Background: an optimization exercise with open tools, aiming at small area. Do not read the settings as production practice. The RTL was checked by simulation tests, not by an equivalence proof against the original design. No driver is modelled on the clock port, so clock power and skew are understated where the tree is cut down; a real chip needs a root buffer or a tree. Power is estimated from default activity; no workload was simulated.

== the previous run ==
==> flow/design.v <==
`timescale 1ns / 1ps
module uart2rffe_top
(
    input  clk,
    input  rst_n,
    input  FPGA_RX,
    output FPGA_TX,
    output spi_clk_rffe,
    output spi_sdo_rffe,
    output spi_le_rffe
);
reg [10:0] rxs;
always @(posedge clk)
    if (!rst_n) rxs <= 11'h7ff;
    else        rxs <= {rxs[9:0], FPGA_RX};
wire [2:0] ones = rxs[4] + rxs[5] + rxs[6] + rxs[7] + rxs[8] + rxs[9] + rxs[10];
wire rxd = (ones >= 3'd4);
localparam R_S3 = 4'd3, R_IDLE = 4'd4, R_LOCK = 4'd5, R_SBD = 4'd6, R_START = 4'd7, R_D0 = 4'd8;
reg [3:0] pos;
reg [8:0] rc;        
reg [1:0] ist;       
reg [3:0] n;         
reg [63:0] F;        
reg [2:0] z;         
reg P;               
localparam [8:0] U0 = 9'h055, U217 = 9'h0fa, U432 = 9'h115, U433 = 9'h02a;
function [8:0] lfsr(input [8:0] s);
    lfsr = {s[7:0], s[8] ^ s[4]};
endfunction
wire rtick  = (rc == U433);              
wire rsamp  = (rc == U0);                
wire ridle  = (pos[3:1] == 3'b010);      
wire instop = (pos[3:2] == 2'b00);
wire rstart = (pos == R_IDLE) && !rxd;
wire done   = rtick && (pos == R_S3);
always @(posedge clk) begin
    if (!rst_n) begin
        pos <= R_IDLE;
        ist <= 2'd0;
        n   <= 4'd0;
    end else begin
        if (!rxd && (instop || pos == R_IDLE))
            pos <= (done) ? R_LOCK : R_SBD;
        else if (rtick && !ridle)
            pos <= pos + 4'd1;
        if (rstart)
            n <= 4'd0;
        else if (rtick && pos == R_START && n != 4'd11)
            n <= n + 4'd1;
        if (rstart)            ist <= 2'd0;
        else if (done)         ist <= 2'd1;
        else if (ist == 2'd1)  ist <= 2'd2;
        else if (ist == 2'd2)  ist <= 2'd3;
        else                   ist <= 2'd0;
    end
end
always @(posedge clk)
    if (!rxd && (instop || pos == R_IDLE)) rc <= U217;
    else if (rtick)                        rc <= U0;
    else                                   rc <= lfsr(rc);
wire [7:0] b7 = F[7:0];
always @(posedge clk)
    if (rsamp && pos[3]) begin
        F <= {rxd, F[63:1]};
        if (pos == R_D0) begin
            P <= (z == 3'd5);
            z <= (b7 == 8'h01) ? 3'd1 :
                 (b7 == 8'h02) ? 3'd2 :
                 (b7 == 8'hAA) ? 3'd3 :
                 (b7 == 8'h55) ? 3'd4 :
                 (b7 == 8'h5D && z == 3'd4) ? 3'd5 : 3'd0;
        end
    end
wire act   = ist[1];
wire valid = (n == 4'd11) && P && (F[63:56] == 8'h0A) && (F[55:48] == 8'h0D);
wire [1:0] cmd = z[2] ? 2'd0 : z[1:0];
reg sbusy, spend;
reg [2:0] pres;
reg [5:0] d;         
wire m23 = (cmd == 2'd2);
wire spi_go = act && valid && (cmd == 2'd1 || cmd == 2'd2) && !sbusy;
always @(posedge clk) begin
    if (!rst_n) begin
        sbusy <= 1'b0;
        spend <= 1'b0;
    end else begin
        spend <= spi_go;
        if (!sbusy) begin
            if (spend) sbusy <= 1'b1;
        end else if (pres == 3'd4 && d == (m23 ? 6'd0 : 6'd16))
            sbusy <= 1'b0;
    end
    pres <= (sbusy && pres != 3'd4) ? pres + 3'd1 : 3'd0;
    if (!sbusy) d <= m23 ? 6'd50 : 6'd48;
    else if (pres == 3'd4) d <= d - 6'd1;
end
wire [22:0] W = {F[6:0], F[15:8], F[23:16]};
wire wbit  = W[d[5:1]];
wire ssc12 = m23 ? (d == 6'd49 || d == 6'd48) : (d == 6'd47 || d == 6'd46);
wire datap = m23 ? (d <= 6'd45) : (d <= 6'd43);
assign spi_le_rffe  = !sbusy;
assign spi_clk_rffe = sbusy && datap && d[0];
assign spi_sdo_rffe = sbusy && (ssc12 || (datap && wbit));
localparam T_STOP = 4'd0, T_IDLE = 4'd1, T_PEND = 4'd2, T_PRE = 4'd6, T_START = 4'd7;
reg [3:0] q;
reg [3:0] p;         
reg [8:0] tc;        
wire ttick = (tc == U433);
wire tx_ready = (q == T_IDLE) || (q == T_PEND);
wire tx_go = act && tx_ready && (!valid || cmd == 2'd3);
always @(posedge clk) begin
    if (!rst_n)
        q <= T_IDLE;
    else if (q == T_IDLE) begin
        if (tx_go) q <= T_PEND;
    end else if (q == T_PEND)
        q <= T_PRE;
    else if (ttick) begin
        if (q == T_STOP) q <= (p == 4'd0) ? T_IDLE : T_START;
        else             q <= q + 4'd1;
    end
    if (tx_go)
        p <= valid ? 4'd14 : 4'd7;
    else if (ttick && q == T_STOP)
        p <= (p == 4'd8) ? 4'd2 : p - 4'd1;
    if (q == T_PEND)  tc <= U432;
    else if (ttick)   tc <= U0;
    else              tc <= lfsr(tc);
end
localparam [127:0] CHARS = 128'h0045504741204F4B6572726F72210D0A;
wire [6:0] tbit = {p, q[2:0]};
wire cbit = CHARS[tbit];
wire txb = (q == T_START) ? 1'b0 : q[3] ? cbit : 1'b1;
assign FPGA_TX = !rst_n || txb;
endmodule
clock: 20.0 ns
lec_check: 0
cap_margin: 20
core_margin: 2
core_utilization: 40
place_density: 0.6
slew_margin: 20
standard.sh (not shown) runs the stock make flow with config.mk's settings and CLKGATE_MAP_FILE= SYNTH_SCRIPT=/design/flow/synth_recipe.tcl, a recipe that flattens the netlist after the stock synthesis.
==> flow/flow/run.sh <==
#!/bin/bash
# The standard layout, except the clock tree: after ORFS's clock tree synthesis,
# flow/clock_tree.tcl replaces its tree with a smaller one (a root buffer and one
# buffer per group of nearby flip-flops), and gives the ports the smallest
# buffer. Make's full output goes to
# standard_flow.log; ORFS keeps each step's log under orfs/logs/.
set -euo pipefail
export POST_CTS_TCL="$PWD/flow/clock_tree.tcl"
export CTS_TREE_GROUPS="${CTS_TREE_GROUPS:-8}"
export CTS_ROOT_BUF="${CTS_ROOT_BUF:-sky130_fd_sc_hd__clkbuf_4}"
export PORT_BUF="${PORT_BUF:-sky130_fd_sc_hd__buf_1}"
export CTS_LEAF_BUF="${CTS_LEAF_BUF:-sky130_fd_sc_hd__clkbuf_8}"
bash standard.sh > standard_flow.log 2>&1
Other scripts of this flow, unchanged in this note and not shown: flow/flow/clock_tree.tcl
Having completed the whole flow, the previous run delivered a layout that passed the timing, DRC and antenna checks.
Edits applied to the flow inputs when going from the previous run to the current run:
diff --git a/flow/design.v b/flow/design.v
--- a/flow/design.v
+++ b/flow/design.v
@@ -73,35 +73,31 @@
     end
 wire act   = ist[1];
 wire valid = (n == 4'd11) && P && (F[63:56] == 8'h0A) && (F[55:48] == 8'h0D);
 wire [1:0] cmd = z[2] ? 2'd0 : z[1:0];
-reg sbusy, spend;
 reg [2:0] pres;
 reg [5:0] d;         
 wire m23 = (cmd == 2'd2);
-wire spi_go = act && valid && (cmd == 2'd1 || cmd == 2'd2) && !sbusy;
+wire sidle = (d[5:1] == 5'b11111);
+wire spi_go = act && valid && (cmd == 2'd1 || cmd == 2'd2);
 always @(posedge clk) begin
-    if (!rst_n) begin
-        sbusy <= 1'b0;
-        spend <= 1'b0;
-    end else begin
-        spend <= spi_go;
-        if (!sbusy) begin
-            if (spend) sbusy <= 1'b1;
-        end else if (pres == 3'd4 && d == (m23 ? 6'd0 : 6'd16))
-            sbusy <= 1'b0;
-    end
-    pres <= (sbusy && pres != 3'd4) ? pres + 3'd1 : 3'd0;
-    if (!sbusy) d <= m23 ? 6'd50 : 6'd48;
-    else if (pres == 3'd4) d <= d - 6'd1;
+    if (!rst_n)
+        d <= 6'd63;
+    else if (d == 6'd63) begin
+        if (spi_go) d <= 6'd62;
+    end else if (d == 6'd62)
+        d <= m23 ? 6'd50 : 6'd48;
+    else if (pres == 3'd4)
+        d <= (d == (m23 ? 6'd0 : 6'd16)) ? 6'd63 : d - 6'd1;
+    pres <= (!sidle && pres != 3'd4) ? pres + 3'd1 : 3'd0;
 end
 wire [22:0] W = {F[6:0], F[15:8], F[23:16]};
 wire wbit  = W[d[5:1]];
 wire ssc12 = m23 ? (d == 6'd49 || d == 6'd48) : (d == 6'd47 || d == 6'd46);
 wire datap = m23 ? (d <= 6'd45) : (d <= 6'd43);
-assign spi_le_rffe  = !sbusy;
-assign spi_clk_rffe = sbusy && datap && d[0];
-assign spi_sdo_rffe = sbusy && (ssc12 || (datap && wbit));
+assign spi_le_rffe  = sidle;
+assign spi_clk_rffe = datap && d[0];
+assign spi_sdo_rffe = ssc12 || (datap && wbit);
 localparam T_STOP = 4'd0, T_IDLE = 4'd1, T_PEND = 4'd2, T_PRE = 4'd6, T_START = 4'd7;
 reg [3:0] q;
 reg [3:0] p;         
 reg [8:0] tc;        
Results
The final cell count of the current run exceeds that of the previous run by about 5%. When the current run is set beside the previous run, its synthesized cell count turns out to be about 8% larger. Via count | the current run above the previous run. Cmp the current run vs the previous run: sequential area share after synthesis lower in the current run. Diff the previous run -> the current run: worst hold slack essentially unchanged; synthesis-to-finish area growth neither gained nor lost much; wire length moved up; final worst setup slack +0.43 ns; number of synthesized register bits fell 2. On fraction of power spent switching nets, the lower figure sits with the current run, not the previous run. Iteration-0 DRC count of the detailed router, the previous run and the current run: smaller value in the previous run.
In every run of this note, the design's own scripts or RTL, not TritonCTS, make the clock network.

## separate check: timing with driven ports
Ports are ideal in the flow. The routed layouts listed here were re-timed in OpenROAD. Step 1: set_driving_cell puts a clkbuf_16 on clk and a buf_2 on each other input, an assumption about the parent block. Step 2 also shifts input and output timing later by t, the mid clock arrival at the registers, as if the neighbouring blocks saw the same clock. a / b / c = ideal ports / drivers / drivers and shift; a / b = the first two.
| run | t (ns) | setup WS [ns] | worst setup path after step 2 | slew at the worst register clock pin (ns) | cell pins on the clock port's net |
|---|---|---|---|---|---|
| the previous run | 0.520 | 10.869 / 10.846 / 10.846 | input to output | 0.10 / 0.10 | 1 |
| the current run | 0.504 | 11.299 / 11.277 / 11.277 | input to output | 0.10 / 0.10 | 1 |
After both steps setup and hold are still met in every run listed. For the previous run, which loses most, drivers alone change the setup slack by -0.023 ns; drivers and shift together by -0.023 ns.
